Background: an optimization exercise with open tools, aiming at small area, a short achievable clock period and few clock cycles. Do not read the settings as production practice.
The RTL was checked by simulation tests, not by an equivalence proof against the original design.
No activity file was given, so power comes from the tool's default toggle rates.

Setup of rev 12:
==> module fmul2, before the edit <==
module fmul2 (clock, a, b, en2, z, zn);
input         clock;
input  [31:0] a, b;
input         en2;
output reg [31:0] z;
output     [31:0] zn;       
wire [7:0]  ea = a[30:23], eb = b[30:23];
wire        za = (ea == 8'd0), zb = (eb == 8'd0);
wire        ia = (ea == 8'hff), ib = (eb == 8'hff);
wire        na = ia & (a[22:0] != 23'd0), nb = ib & (b[22:0] != 23'd0);
wire [1:0]  cls = (na | nb | (ia & zb) | (ib & za)) ? 2'd3 :
                  (ia | ib) ? 2'd2 : (za | zb) ? 2'd1 : 2'd0;
wire [47:0] ps, pc;
mant_mul mm (.a({1'b1, a[22:0]}), .b({1'b1, b[22:0]}), .s(ps), .c(pc));
reg [47:0] s1, c1;
reg [9:0]  e1;
reg        sz1;
reg [1:0]  cl1;
always @(posedge clock) begin
	s1 <= ps; c1 <= pc;
	e1 <= {2'b0, ea} + {2'b0, eb} - 10'd127;
	sz1 <= a[31] ^ b[31];
	cl1 <= cls;
end
wire [21:0] lsum;
wire        co1;
ksadd #(.N(22)) lo (.a(s1[21:0]), .b(c1[21:0]), .ci(1'b0), .s(lsum), .co(co1));
wire [21:0] zx = (s1[21:0] ^ c1[21:0]) ^ {(s1[20:0] | c1[20:0]), 1'b0};
wire        lz1 = (zx == 22'd0);
wire [25:0] p;
wire        pco;
ksadd #(.N(26)) hi (.a(s1[47:22]), .b(c1[47:22]), .ci(co1), .s(p), .co(pco));
wire        n1 = p[25];
wire [23:0] m0 = n1 ? p[25:2] : p[24:1];
wire        g  = n1 ? p[1] : p[0];
wire        st = n1 ? (p[0] | ~lz1) : ~lz1;
wire        up = g & (st | m0[0]);
wire [23:0] mi;
wire        mco;
ksinc #(.N(24)) inc (.a(m0), .ci(up), .s(mi), .co(mco));
wire [9:0]  e0 = e1 + {9'd0, n1} + {9'd0, mco};
wire [22:0] mf = mco ? 23'd0 : mi[22:0];
reg  [31:0] zr;
always @(*) begin
	if (cl1 == 2'd3)                       zr = 32'h7fc00000;
	else if (cl1 == 2'd2)                  zr = {sz1, 8'hff, 23'd0};
	else if (cl1 == 2'd1)                  zr = {sz1, 31'd0};
	else if (e0[9])                        zr = {sz1, 31'd0};
	else if (e0[8] | (e0[7:0] == 8'hff))   zr = {sz1, 8'hff, 23'd0};
	else if (e0[7:0] == 8'd0)              zr = {sz1, 31'd0};
	else                                   zr = {sz1, e0[7:0], mf};
end
assign zn = zr;
always @(posedge clock) if (en2) z <= zr;
endmodule
==> module fdiv_it, before the edit <==
module fdiv_it (clock, go, a, b, z);
input         clock, go;
input  [31:0] a, b;
output reg [31:0] z;
wire        sa = a[31], sb = b[31];
wire [7:0]  ea = a[30:23], eb = b[30:23];
wire        za = (ea == 8'd0), zb = (eb == 8'd0);
wire        ia = (ea == 8'hff), ib = (eb == 8'hff);
wire        na = ia & (a[22:0] != 23'd0), nb = ib & (b[22:0] != 23'd0);
wire [23:0] ma = {1'b1, a[22:0]};
wire [23:0] mb = {1'b1, b[22:0]};
wire [23:0] ltd;
wire        ge;
ksadd #(.N(24)) cmp (.a(ma), .b(~mb), .ci(1'b1), .s(ltd), .co(ge));
wire        lt = ~ge;
wire [9:0]  x0 = {2'b0, ea} - {2'b0, eb} + 10'd127 - {9'd0, lt};
wire [1:0]  c0 = (na | nb | (za & zb) | (ia & ib)) ? 2'd3 :
                 (ia | zb) ? 2'd2 :
                 (za | ib) ? 2'd1 : 2'd0;
wire [24:0] r1a, r1b;
wire        r1ac, r1bc;
ksadd #(.N(25)) sub1a (.a({1'b0, ma}), .b(~{1'b0, mb}), .ci(1'b1), .s(r1a), .co(r1ac));
ksadd #(.N(25)) sub1b (.a({ma, 1'b0}), .b(~{1'b0, mb}), .ci(1'b1), .s(r1b), .co(r1bc));
wire [24:0] r1 = lt ? r1b : r1a;
reg [23:0] r, d1;
reg [25:0] d3;
reg [24:0] q;
reg [9:0]  x;
reg        s;
reg [1:0]  c;
reg [3:0]  n;
reg        rnd;
wire [23:0] ra, rb;
wire [1:0]  qa;
wire        qb;
dstep4 sa_ (r,  d1, {d1, 1'b0}, d3, ra, qa);
dstep2 sb_ (ra, d1, rb, qb);
always @(posedge clock) begin
	if (go) begin
		r <= r1[23:0]; d1 <= mb; d3 <= {1'b0, mb, 1'b0} + {2'b00, mb};
		q <= 25'd1;
		x <= x0; s <= sa ^ sb; c <= c0;
		n <= 4'd8;
	end else if (n != 4'd0) begin
		r <= rb; q <= {q[21:0], qa, qb};
		n <= n - 4'd1;
	end
	rnd <= (n == 4'd1) & ~go;
end
wire        stk = (r != 24'd0);
wire        up = q[0] & (stk | q[1]);
wire [24:0] mr = {1'b0, q[24:1]} + {24'd0, up};
wire [9:0]  xr = x + {9'd0, mr[24]};
wire [22:0] mf = mr[24] ? mr[23:1] : mr[22:0];
always @(posedge clock) if (rnd) begin
	if (c == 2'd3)                        z <= 32'h7fc00000;
	else if (c == 2'd2)                   z <= {s, 8'hff, 23'd0};
	else if (c == 2'd1)                   z <= {s, 31'd0};
	else if (xr[9] | (xr[8:0] == 9'd0))   z <= {s, 31'd0};
	else if (xr[8] | (xr[7:0] == 8'hff))  z <= {s, 8'hff, 23'd0};
	else                                  z <= {s, xr[7:0], mf};
end
endmodule
export LEC_CHECK = 0
export ABC_AREA = 1
export CAP_MARGIN = 30
export CORE_MARGIN = 2
export CORE_UTILIZATION = 35
export PLACE_DENSITY = 0.45
export SLEW_MARGIN = 30
create_clock -name core_clock -period 30.0 [get_ports {clock}]
run.sh (not shown) runs the stock make flow with config.mk's settings and CLKGATE_MAP_FILE= SYNTH_SCRIPT=/design/flow/synth_recipe.tcl, a recipe that flattens the netlist after the stock synthesis.
Testbench counts of rev 12, summed over its fixed seeds: cycles 9,864.
Input changes introduced in rev 13 (baseline for comparison: rev 12):
--- a/flow/design.v
+++ b/flow/design.v
@@ -11,16 +11,22 @@
 wire [1:0]  cls = (na | nb | (ia & zb) | (ib & za)) ? 2'd3 :
                   (ia | ib) ? 2'd2 : (za | zb) ? 2'd1 : 2'd0;
 wire [47:0] ps, pc;
 mant_mul mm (.a({1'b1, a[22:0]}), .b({1'b1, b[22:0]}), .s(ps), .c(pc));
 reg [47:0] s1, c1;
-reg [9:0]  e1;
+wire [9:0]  ek0 = {2'b0, ea} + {2'b0, eb} - 10'd127;
+wire [9:0]  ek1 = {2'b0, ea} + {2'b0, eb} - 10'd126;
+wire [9:0]  ek2 = {2'b0, ea} + {2'b0, eb} - 10'd125;
+wire [2:0]  zk = {ek2[9] | (~ek2[8] & (ek2[7:0] == 8'd0)), ek1[9] | (~ek1[8] & (ek1[7:0] == 8'd0)), ek0[9] | (~ek0[8] & (ek0[7:0] == 8'd0))};
+wire [2:0]  ik = {~ek2[9] & (ek2[8] | (ek2[7:0] == 8'hff)), ~ek1[9] & (ek1[8] | (ek1[7:0] == 8'hff)), ~ek0[9] & (ek0[8] | (ek0[7:0] == 8'hff))};
+reg [7:0]  x0, x1, x2;
+reg [2:0]  zk1, ik1;
 reg        sz1;
 reg [1:0]  cl1;
 always @(posedge clock) begin
 	s1 <= ps; c1 <= pc;
-	e1 <= {2'b0, ea} + {2'b0, eb} - 10'd127;
+	x0 <= ek0[7:0]; x1 <= ek1[7:0]; x2 <= ek2[7:0]; zk1 <= zk; ik1 <= ik;
 	sz1 <= a[31] ^ b[31];
 	cl1 <= cls;
 end
 wire [21:0] lsum;
 wire        co1;
@@ -36,21 +42,23 @@
 wire        st = n1 ? (p[0] | ~lz1) : ~lz1;
 wire        up = g & (st | m0[0]);
 wire [23:0] mi;
 wire        mco;
 ksinc #(.N(24)) inc (.a(m0), .ci(up), .s(mi), .co(mco));
-wire [9:0]  e0 = e1 + {9'd0, n1} + {9'd0, mco};
 wire [22:0] mf = mco ? 23'd0 : mi[22:0];
+wire        k2 = n1 & mco, k0 = ~n1 & ~mco, k1 = ~k2 & ~k0;
+wire        ez = (k0 & zk1[0]) | (k1 & zk1[1]) | (k2 & zk1[2]);
+wire        ei = (k0 & ik1[0]) | (k1 & ik1[1]) | (k2 & ik1[2]);
+wire [7:0]  ex = ({8{k0}} & x0) | ({8{k1}} & x1) | ({8{k2}} & x2);
 reg  [31:0] zr;
 always @(*) begin
 	if (cl1 == 2'd3)                       zr = 32'h7fc00000;
 	else if (cl1 == 2'd2)                  zr = {sz1, 8'hff, 23'd0};
 	else if (cl1 == 2'd1)                  zr = {sz1, 31'd0};
-	else if (e0[9])                        zr = {sz1, 31'd0};
-	else if (e0[8] | (e0[7:0] == 8'hff))   zr = {sz1, 8'hff, 23'd0};
-	else if (e0[7:0] == 8'd0)              zr = {sz1, 31'd0};
-	else                                   zr = {sz1, e0[7:0], mf};
+	else if (ez)                           zr = {sz1, 31'd0};
+	else if (ei)                           zr = {sz1, 8'hff, 23'd0};
+	else                                   zr = {sz1, ex, mf};
 end
 assign zn = zr;
 always @(posedge clock) if (en2) z <= zr;
 endmodule
 module fsub2 (clock, a, b, en2, z, zn);
@@ -195,10 +203,34 @@
 	end
 end endgenerate
 assign s = a ^ p[LV][N-1:0];
 assign co = p[LV][N];
 endmodule
+module ksadd2 (a, b, s0, s1);
+parameter N = 8;
+input  [N-1:0] a, b;
+output [N-1:0] s0, s1;
+localparam LV = 6;     
+wire [N-1:0] g [0:LV];
+wire [N-1:0] p [0:LV];
+assign g[0] = a & b;
+assign p[0] = a ^ b;
+genvar l, i;
+generate for (l = 0; l < LV; l = l + 1) begin : lv
+	for (i = 0; i < N; i = i + 1) begin : bt
+		if (i >= (1 << l)) begin : c
+			assign g[l+1][i] = g[l][i] | (p[l][i] & g[l][i - (1 << l)]);
+			assign p[l+1][i] = p[l][i] & p[l][i - (1 << l)];
+		end else begin : n
+			assign g[l+1][i] = g[l][i];
+			assign p[l+1][i] = p[l][i];
+		end
+	end
+end endgenerate
+assign s0 = (a ^ b) ^ {g[LV][N-2:0], 1'b0};
+assign s1 = (a ^ b) ^ {g[LV][N-2:0] | p[LV][N-2:0], 1'b1};
+endmodule
 module mant_mul (input [23:0] a, input [23:0] b, output [47:0] s, output [47:0] c);
 wire [25:0] bb = {2'b00, b};
 wire [26:0] bx = {bb, 1'b0};
 wire one0 = bx[1] ^ bx[0];
 wire two0 = (bx[2] & ~bx[1] & ~bx[0]) | (~bx[2] & bx[1] & bx[0]);
@@ -1034,11 +1066,12 @@
 wire [24:0] r1a, r1b;
 wire        r1ac, r1bc;
 ksadd #(.N(25)) sub1a (.a({1'b0, ma}), .b(~{1'b0, mb}), .ci(1'b1), .s(r1a), .co(r1ac));
 ksadd #(.N(25)) sub1b (.a({ma, 1'b0}), .b(~{1'b0, mb}), .ci(1'b1), .s(r1b), .co(r1bc));
 wire [24:0] r1 = lt ? r1b : r1a;
-reg [23:0] r, d1;
+reg [23:0] r;
+wire [23:0] d1 = mb;    
 reg [25:0] d3;
 reg [24:0] q;
 reg [9:0]  x;
 reg        s;
 reg [1:0]  c;
@@ -1049,11 +1082,11 @@
 wire        qb;
 dstep4 sa_ (r,  d1, {d1, 1'b0}, d3, ra, qa);
 dstep2 sb_ (ra, d1, rb, qb);
 always @(posedge clock) begin
 	if (go) begin
-		r <= r1[23:0]; d1 <= mb; d3 <= {1'b0, mb, 1'b0} + {2'b00, mb};
+		r <= r1[23:0]; d3 <= {1'b0, mb, 1'b0} + {2'b00, mb};
 		q <= 25'd1;
 		x <= x0; s <= sa ^ sb; c <= c0;
 		n <= 4'd8;
 	end else if (n != 4'd0) begin
 		r <= rb; q <= {q[21:0], qa, qb};
## What came out
- For power, rev 13 and rev 12 come out practically identical.
- Rev 13 — sink count of the clock tree about 1.4% higher, rev 12 as reference
- On arrival time reported for the critical path endpoint, the lower figure sits with rev 13, not rev 12.
- As far as die area is concerned, rev 13 and rev 12 perform about the same.
- Area of the multi-input gates sits higher in rev 13 than in rev 12.
- The wire length on met2 of rev 13 is lower than that of rev 12.
- Compared with rev 12, rev 13 shows a higher post-layout worst setup margin.
- The clock network as the group with the largest share of power was reported by rev 13, and combinational cells by rev 12.
- Any difference in proportion of synthesized area in mux cells between rev 12 and rev 13 is small enough to ignore.
- Changes observed in rev 13 relative to rev 12: shortest period the worst path allows shows a reduction of 640 ps; utilization level.
- [diff] final wirelength, rev 13 relative to rev 12: improvement
- Antenna cell count was lower in the run labelled rev 13.
- Compared with rev 12, in rev 13 sequential share of layout area flat; via total after detailed routing did not really move.
Testbench counts of rev 13, summed over its fixed seeds: cycles 9,864.

[re-timing with driven ports]
In the flow no input, the clock included, has a driving cell. The finished layouts below were timed again as built, in two steps. Step 1 assumes that a clkbuf_16 drives the clock port and a buf_2 every other input. Step 2 moves the port delays by t, midway between the first and last clock arrival at a register: inputs arrive t later, outputs are due t later. That takes back most of the time a late clock gives input paths. Three values: ideal ports, drivers, drivers and shift; two values: the first two.
| run | shift t [ns] | setup slack, ns | worst data-port slew with drivers (ns) |
|---|---|---|---|
| rev 12 | 0.949 | 21.400 / 21.400 / 21.400 | 0.11 |
| rev 13 | 0.971 | 22.041 / 21.926 / 22.179 | 0.13 |
After both steps setup and hold are still met in every run listed.
